Context: an optimization exercise on an open-source flow, tuned for small area. The choices shown serve that exercise and are no tape-out recipe.
The RTL was checked by simulation tests, not by an equivalence proof against the original design.
No driver is modelled on the clock port, so clock power and skew are understated where the tree is cut down; a real chip needs a root buffer or a tree.
Power figures rest on the tool's default switching activity, not on a simulated workload.

old:
==> module dispnext, before the edit <==
module dispnext(input rst, ca, input [2:0] d0, so0, input so1,
                output [2:0] so0_n, s_n, output so1_n);
    assign so0_n = rst ? 3'd5 : ca ? so0 : d0;
    assign so1_n = rst | (ca ? (d0 != 3'd0) : so1);
    assign s_n = rst ? 3'd7 : ca ? (so1 ? 3'd5 : 3'd0) : so0;
endmodule
==> module segdec, before the edit <==
module segdec(input [2:0] s, input cap, output reg [6:0] seg, output [3:0] an);
    wire blank = (s == 3'd7);
    assign an = {blank | ~cap, 2'b11, blank | cap};
    always @(*) begin
        case (s)
            3'd0: seg = 7'b1000000;
            3'd1: seg = 7'b1111001;
            3'd2: seg = 7'b0100100;
            3'd3: seg = 7'b0110000;
            3'd4: seg = 7'b0011001;
            3'd5: seg = 7'b0000000;
            default: seg = 7'b1111111;
        endcase
    end
endmodule
==> module control, before the edit <==
module control(
    input rst, btnC, btnR, btnL,
    input [2:0] state, input pf, input [2:0] d0, input [3:0] E, input [3:0] y,
    input oh, pen, pon, last, hit1, hit2, hit3,
    output reg [2:0] state_n, output pf_n, output reg [2:0] d0_n, output reg [3:0] E_n,
    output [3:0] y_n, output reg oh_n, output pen_n, pon_n,
    output press, en1, en2, en3);
    localparam [2:0] IDLE0 = 3'b000, VIC = 3'b001, DEF = 3'b010, FIN = 3'b011,
                     IDLE1 = 3'b100, P1 = 3'b101, P2 = 3'b110, P3 = 3'b111;
    wire pe = ~pen, po = ~pon;
    reg pe_n, po_n;
    assign pen_n = ~pe_n, pon_n = ~po_n;
    wire is_p = state[2] & (state[1] | state[0]);
    wire playing = btnR ^ pf;
    assign en1 = playing & (state == P1);
    assign en2 = playing & (state == P2);
    assign en3 = playing & (state == P3);
    wire step = hit1 | hit2 | hit3;
    assign press = is_p & btnR;
    wire A = ~E[1] & ~(E[0] & last);        
    wire B = ~E[0] & ~last;                 
    wire done = E[3] & E[1] & E[0] & last;  
    ynext YN (.rst(rst), .step(step), .y(y), .y_n(y_n));
    wire [3:0] E_n_w;
    enext EN (.rst(rst), .press(press), .fin(state == FIN), .last(last), .y(y), .E(E), .E_n(E_n_w));
    assign pf_n = ~rst & (pf | is_p);
    always @(*) begin
        E_n = E_n_w;
        state_n = state; d0_n = d0; oh_n = oh; pe_n = pe; po_n = po;
        case (state)
        IDLE0: begin
            d0_n = 0;
            if (btnC) state_n = IDLE1;
            oh_n = 0; pe_n = A; po_n = ~A;
        end
        IDLE1: begin
            d0_n = 0;
            state_n = P1;
        end
        VIC: begin
            oh_n = 0; pe_n = A; po_n = A;
            if (done) state_n = {2'b11, d0[1]};
        end
        FIN: begin
            d0_n = 3'd4;
            oh_n = 0; pe_n = B; po_n = B;
            if (btnL) state_n = IDLE0;
        end
        DEF: begin
            oh_n = B; pe_n = 0; po_n = 0;
            if (done) state_n = IDLE0;
        end
        default: begin  
            d0_n = {1'b0, state[1:0]};
            if (btnR) state_n = (y != 4'd8) ? DEF : (state == P3) ? FIN : VIC;
            oh_n = playing; pe_n = 0; po_n = 0;
        end
        endcase
        if (rst) begin
            state_n = IDLE0; d0_n = 0; oh_n = 0; pe_n = 0; po_n = 0;
        end
    end
endmodule
==> module leddec, before the edit <==
module leddec(input oh, pen, pon, input [3:0] y, output [15:0] led);
    wire [3:0] lo_n, hi_n;
    genvar i;
    generate for (i = 0; i < 4; i = i + 1) begin : g_pre
        assign lo_n[i] = ~(oh & (y[1:0] == i));
        assign hi_n[i] = ~(y[3:2] == i);
    end
    for (i = 0; i < 16; i = i + 1) begin : g_led
        oai21 m (.a1(lo_n[i % 4]), .a2(hi_n[i / 4]), .b1((i % 2 == 0) ? pen : pon), .y(led[i]));
    end endgenerate
endmodule
==> module ynext, before the edit <==
module ynext(input rst, step, input [3:0] y, output [3:0] y_n);
    assign y_n = rst ? 4'd0 : y + step;
endmodule
==> module enext, before the edit <==
module enext(input rst, press, fin, last, input [3:0] y, input [3:0] E, output reg [3:0] E_n);
    always @(*) begin
        if (rst | press) E_n = {1'b0, y != 4'd8, 2'b00};
        else begin
            E_n = E + last;
            if (fin) E_n[1] = 1'b0;
        end
    end
endmodule
export LEC_CHECK = 0
export CAP_MARGIN = 20
export CORE_MARGIN = 2
export CORE_UTILIZATION = 40
export SLEW_MARGIN = 20
export SYNTH_HIERARCHICAL = 1
export SYNTH_MINIMUM_KEEP_SIZE = 0
create_clock -name core_clock -period 10.0 [get_ports {clk}]
standard.sh (not shown) runs the stock make flow with config.mk's settings and CLKGATE_MAP_FILE= SYNTH_SCRIPT=/design/flow/synth_recipe.tcl, a recipe that flattens the netlist after the stock synthesis.
==> flow/flow/run.sh <==
#!/bin/bash
# Standard layout, except: plain buf_1 cells as the port buffers, the
# synthesized logic cells swapped to their smallest drive strength after
# floorplan (placement repair re-sizes any cell that needs it), and a flat
# clock tree of a few clock buffers in place of the one CTS builds.
export BUFFER_PORTS_ARGS="-buffer_cell sky130_fd_sc_hd__buf_1"
export CTS_ARGS="-sink_clustering_enable -repair_clock_nets -dont_use_dummy_load"
export POST_FLOORPLAN_TCL="$PWD/flow/downsize.tcl"
export MY_CLK_TARGET_PS=115
export POST_CTS_TCL="$PWD/flow/clocktree.tcl"
bash standard.sh > standard.log 2>&1
Other scripts of this flow, unchanged in this note and not shown: flow/flow/clocktree.tcl, flow/flow/downsize.tcl
old went all the way through the flow, and no timing, DRC or antenna check failed.
Modified inputs, new compared to old
--- a/flow/design.v
+++ b/flow/design.v
@@ -38,7 +38,20 @@
 module dispnext(input rst, ca, input [2:0] d0, so0, input so1,
                 output [2:0] so0_n, s_n, output so1_n);
-    assign so0_n = rst ? 3'd5 : ca ? so0 : d0;
-    assign so1_n = rst | (ca ? (d0 != 3'd0) : so1);
-    assign s_n = rst ? 3'd7 : ca ? (so1 ? 3'd5 : 3'd0) : so0;
+    wire can = ~ca;
+    wire hc = ~(can | rst), hd = ~(ca | rst);
+    wire nz = |d0;
+    a221o m0 (.a1(ca), .a2(so0[2]), .b1(can), .b2(d0[2]), .c1(rst), .y(so0_n[2]));
+    sel2  m1 (.h(hc), .a(so0[1]), .g(hd), .b(d0[1]), .y(so0_n[1]));
+    sel2  m2 (.h(hc), .a(so0[0]), .g(hd), .b(d0[0]), .y(so0_n[0]));
+    a221o m3 (.a1(ca), .a2(nz), .b1(can), .b2(so1), .c1(rst), .y(so1_n));
+    a221o m4 (.a1(ca), .a2(so1), .b1(can), .b2(so0[2]), .c1(rst), .y(s_n[2]));
+    a21o  m5 (.a1(can), .a2(so0[1]), .b1(rst), .y(s_n[1]));
+    a21o  m6 (.a1(can), .a2(so0[0]), .b1(rst), .y(s_n[0]));
+endmodule
+module a221o(input a1, a2, b1, b2, c1, output y);
+    assign y = (a1 & a2) | (b1 & b2) | c1;
+endmodule
+module a21o(input a1, a2, b1, output y);
+    assign y = (a1 & a2) | b1;
 endmodule
 module segdec(input [2:0] s, input cap, output reg [6:0] seg, output [3:0] an);
@@ -51,6 +64,6 @@
             3'd2: seg = 7'b0100100;
             3'd3: seg = 7'b0110000;
-            3'd4: seg = 7'b0011001;
-            3'd5: seg = 7'b0000000;
+            3'd6: seg = 7'b0011001;
+            3'd4: seg = 7'b0000000;
             default: seg = 7'b1111111;
         endcase
@@ -111,10 +124,9 @@
     output [3:0] y_n, output reg oh_n, output pen_n, pon_n,
     output press, en1, en2, en3);
-    localparam [2:0] IDLE0 = 3'b000, VIC = 3'b001, DEF = 3'b010, FIN = 3'b011,
-                     IDLE1 = 3'b100, P1 = 3'b101, P2 = 3'b110, P3 = 3'b111;
+    localparam [2:0] IDLE0 = 3'd5, VIC = 3'd1, DEF = 3'd3, FIN = 3'd0, IDLE1 = 3'd4, P1 = 3'd2, P2 = 3'd7, P3 = 3'd6;
     wire pe = ~pen, po = ~pon;
     reg pe_n, po_n;
     assign pen_n = ~pe_n, pon_n = ~po_n;
-    wire is_p = state[2] & (state[1] | state[0]);
+    wire is_p = (state == P1) | (state == P2) | (state == P3);
     wire playing = btnR ^ pf;
     assign en1 = playing & (state == P1);
@@ -145,8 +157,8 @@
         VIC: begin
             oh_n = 0; pe_n = A; po_n = A;
-            if (done) state_n = {2'b11, d0[1]};
+            if (done) state_n = d0[1] ? P3 : P2;
         end
         FIN: begin
-            d0_n = 3'd4;
+            d0_n = 3'd6;  
             oh_n = 0; pe_n = B; po_n = B;
             if (btnL) state_n = IDLE0;
@@ -156,7 +168,7 @@
             if (done) state_n = IDLE0;
         end
-        default: begin  
-            d0_n = {1'b0, state[1:0]};
-            if (btnR) state_n = (y != 4'd8) ? DEF : (state == P3) ? FIN : VIC;
+        P1, P2, P3: begin
+            d0_n = (state == P1) ? 3'd1 : (state == P2) ? 3'd2 : 3'd3;
+            if (btnR) state_n = (y != 4'd10) ? DEF : (state == P3) ? FIN : VIC;
             oh_n = playing; pe_n = 0; po_n = 0;
         end
@@ -189,4 +201,5 @@
 endmodule
 module leddec(input oh, pen, pon, input [3:0] y, output [15:0] led);
+    localparam [63:0] CODE = {4'd8, 4'd12, 4'd14, 4'd15, 4'd7, 4'd11, 4'd5, 4'd10, 4'd13, 4'd6, 4'd3, 4'd9, 4'd4, 4'd2, 4'd1, 4'd0};
     wire [3:0] lo_n, hi_n;
     genvar i;
@@ -196,5 +209,5 @@
     end
     for (i = 0; i < 16; i = i + 1) begin : g_led
-        oai21 m (.a1(lo_n[i % 4]), .a2(hi_n[i / 4]), .b1((i % 2 == 0) ? pen : pon), .y(led[i]));
+        oai21 m (.a1(lo_n[CODE[4*i +: 4] % 4]), .a2(hi_n[CODE[4*i +: 4] / 4]), .b1((i % 2 == 0) ? pen : pon), .y(led[i]));
     end endgenerate
 endmodule
@@ -203,9 +216,14 @@
 endmodule
 module ynext(input rst, step, input [3:0] y, output [3:0] y_n);
-    assign y_n = rst ? 4'd0 : y + step;
+    wire h = step & ~rst, g = ~step & ~rst;
+    wire [3:0] s = {y[2:0], y[3] ^ y[2] ^ (y[2:0] == 3'd0)};
+    genvar j;
+    generate for (j = 0; j < 4; j = j + 1) begin : g_b
+        sel2 m (.h(h), .g(g), .a(s[j]), .b(y[j]), .y(y_n[j]));
+    end endgenerate
 endmodule
 module enext(input rst, press, fin, last, input [3:0] y, input [3:0] E, output reg [3:0] E_n);
     always @(*) begin
-        if (rst | press) E_n = {1'b0, y != 4'd8, 2'b00};
+        if (rst | press) E_n = {1'b0, y != 4'd10, 2'b00};
         else begin
             E_n = E + last;
[summary]
- In new relative to old, netlist area before placement had gone down by a few percent.
- new ended up with fewer standard cells than old.
- Compared with old, new is the more power-hungry design.
- Maximum number of pins on one net before global-route repair, new vs old: down by a little under 10%
- Re wire length on met1: new and old aren't equal, and the lower value belongs to new.
- As of new, via count had fallen by a few percent compared to old.
- Looking at setup slack across new and old, the one that comes out lower is old.
- Global router's overall resource usage delta for new relative to old: 0.23 points lower
- As far as clock skew is concerned, old and new perform about the same.
- new against old: final design utilization grew by 0.92 points, number of I/O pins ~0 delta, worst stage delay on the critical path now larger, final instance area now sits lower, sequential cell area fraction in the yosys report saw an increase.
No run of this note takes its clock network from TritonCTS; it comes from the design's own scripts or RTL.

-- what the ideal ports hide --
How much do the figures lean on ideal ports? The routed layouts below were timed once more, with nothing changed but the port constraints. Step 1 sets driving cells, clkbuf_16 on the clock port and buf_2 on the other inputs (assumed; they add their load-dependent delay and slew). Step 2, shift: input delay + t, output delay - t, t = (earliest + latest rising clock arrival at the registers) / 2. This alone moves slack from input paths to output paths. Three values: ideal ports, drivers, drivers and shift; two values: the first two.
run	t, ns	setup slack, ns	latest minus earliest clock arrival (ns)	worst data-port slew with drivers (ns)
old	0.230	6.162 / 6.194 / 5.964	0.006 / 0.006	0.05
new	0.224	6.181 / 6.235 / 6.011	0.006 / 0.006	0.03
After both steps every run listed still meets setup and hold. The setup slack of old, which loses most, moves by +0.032 ns with the drivers and by -0.198 ns with both steps.
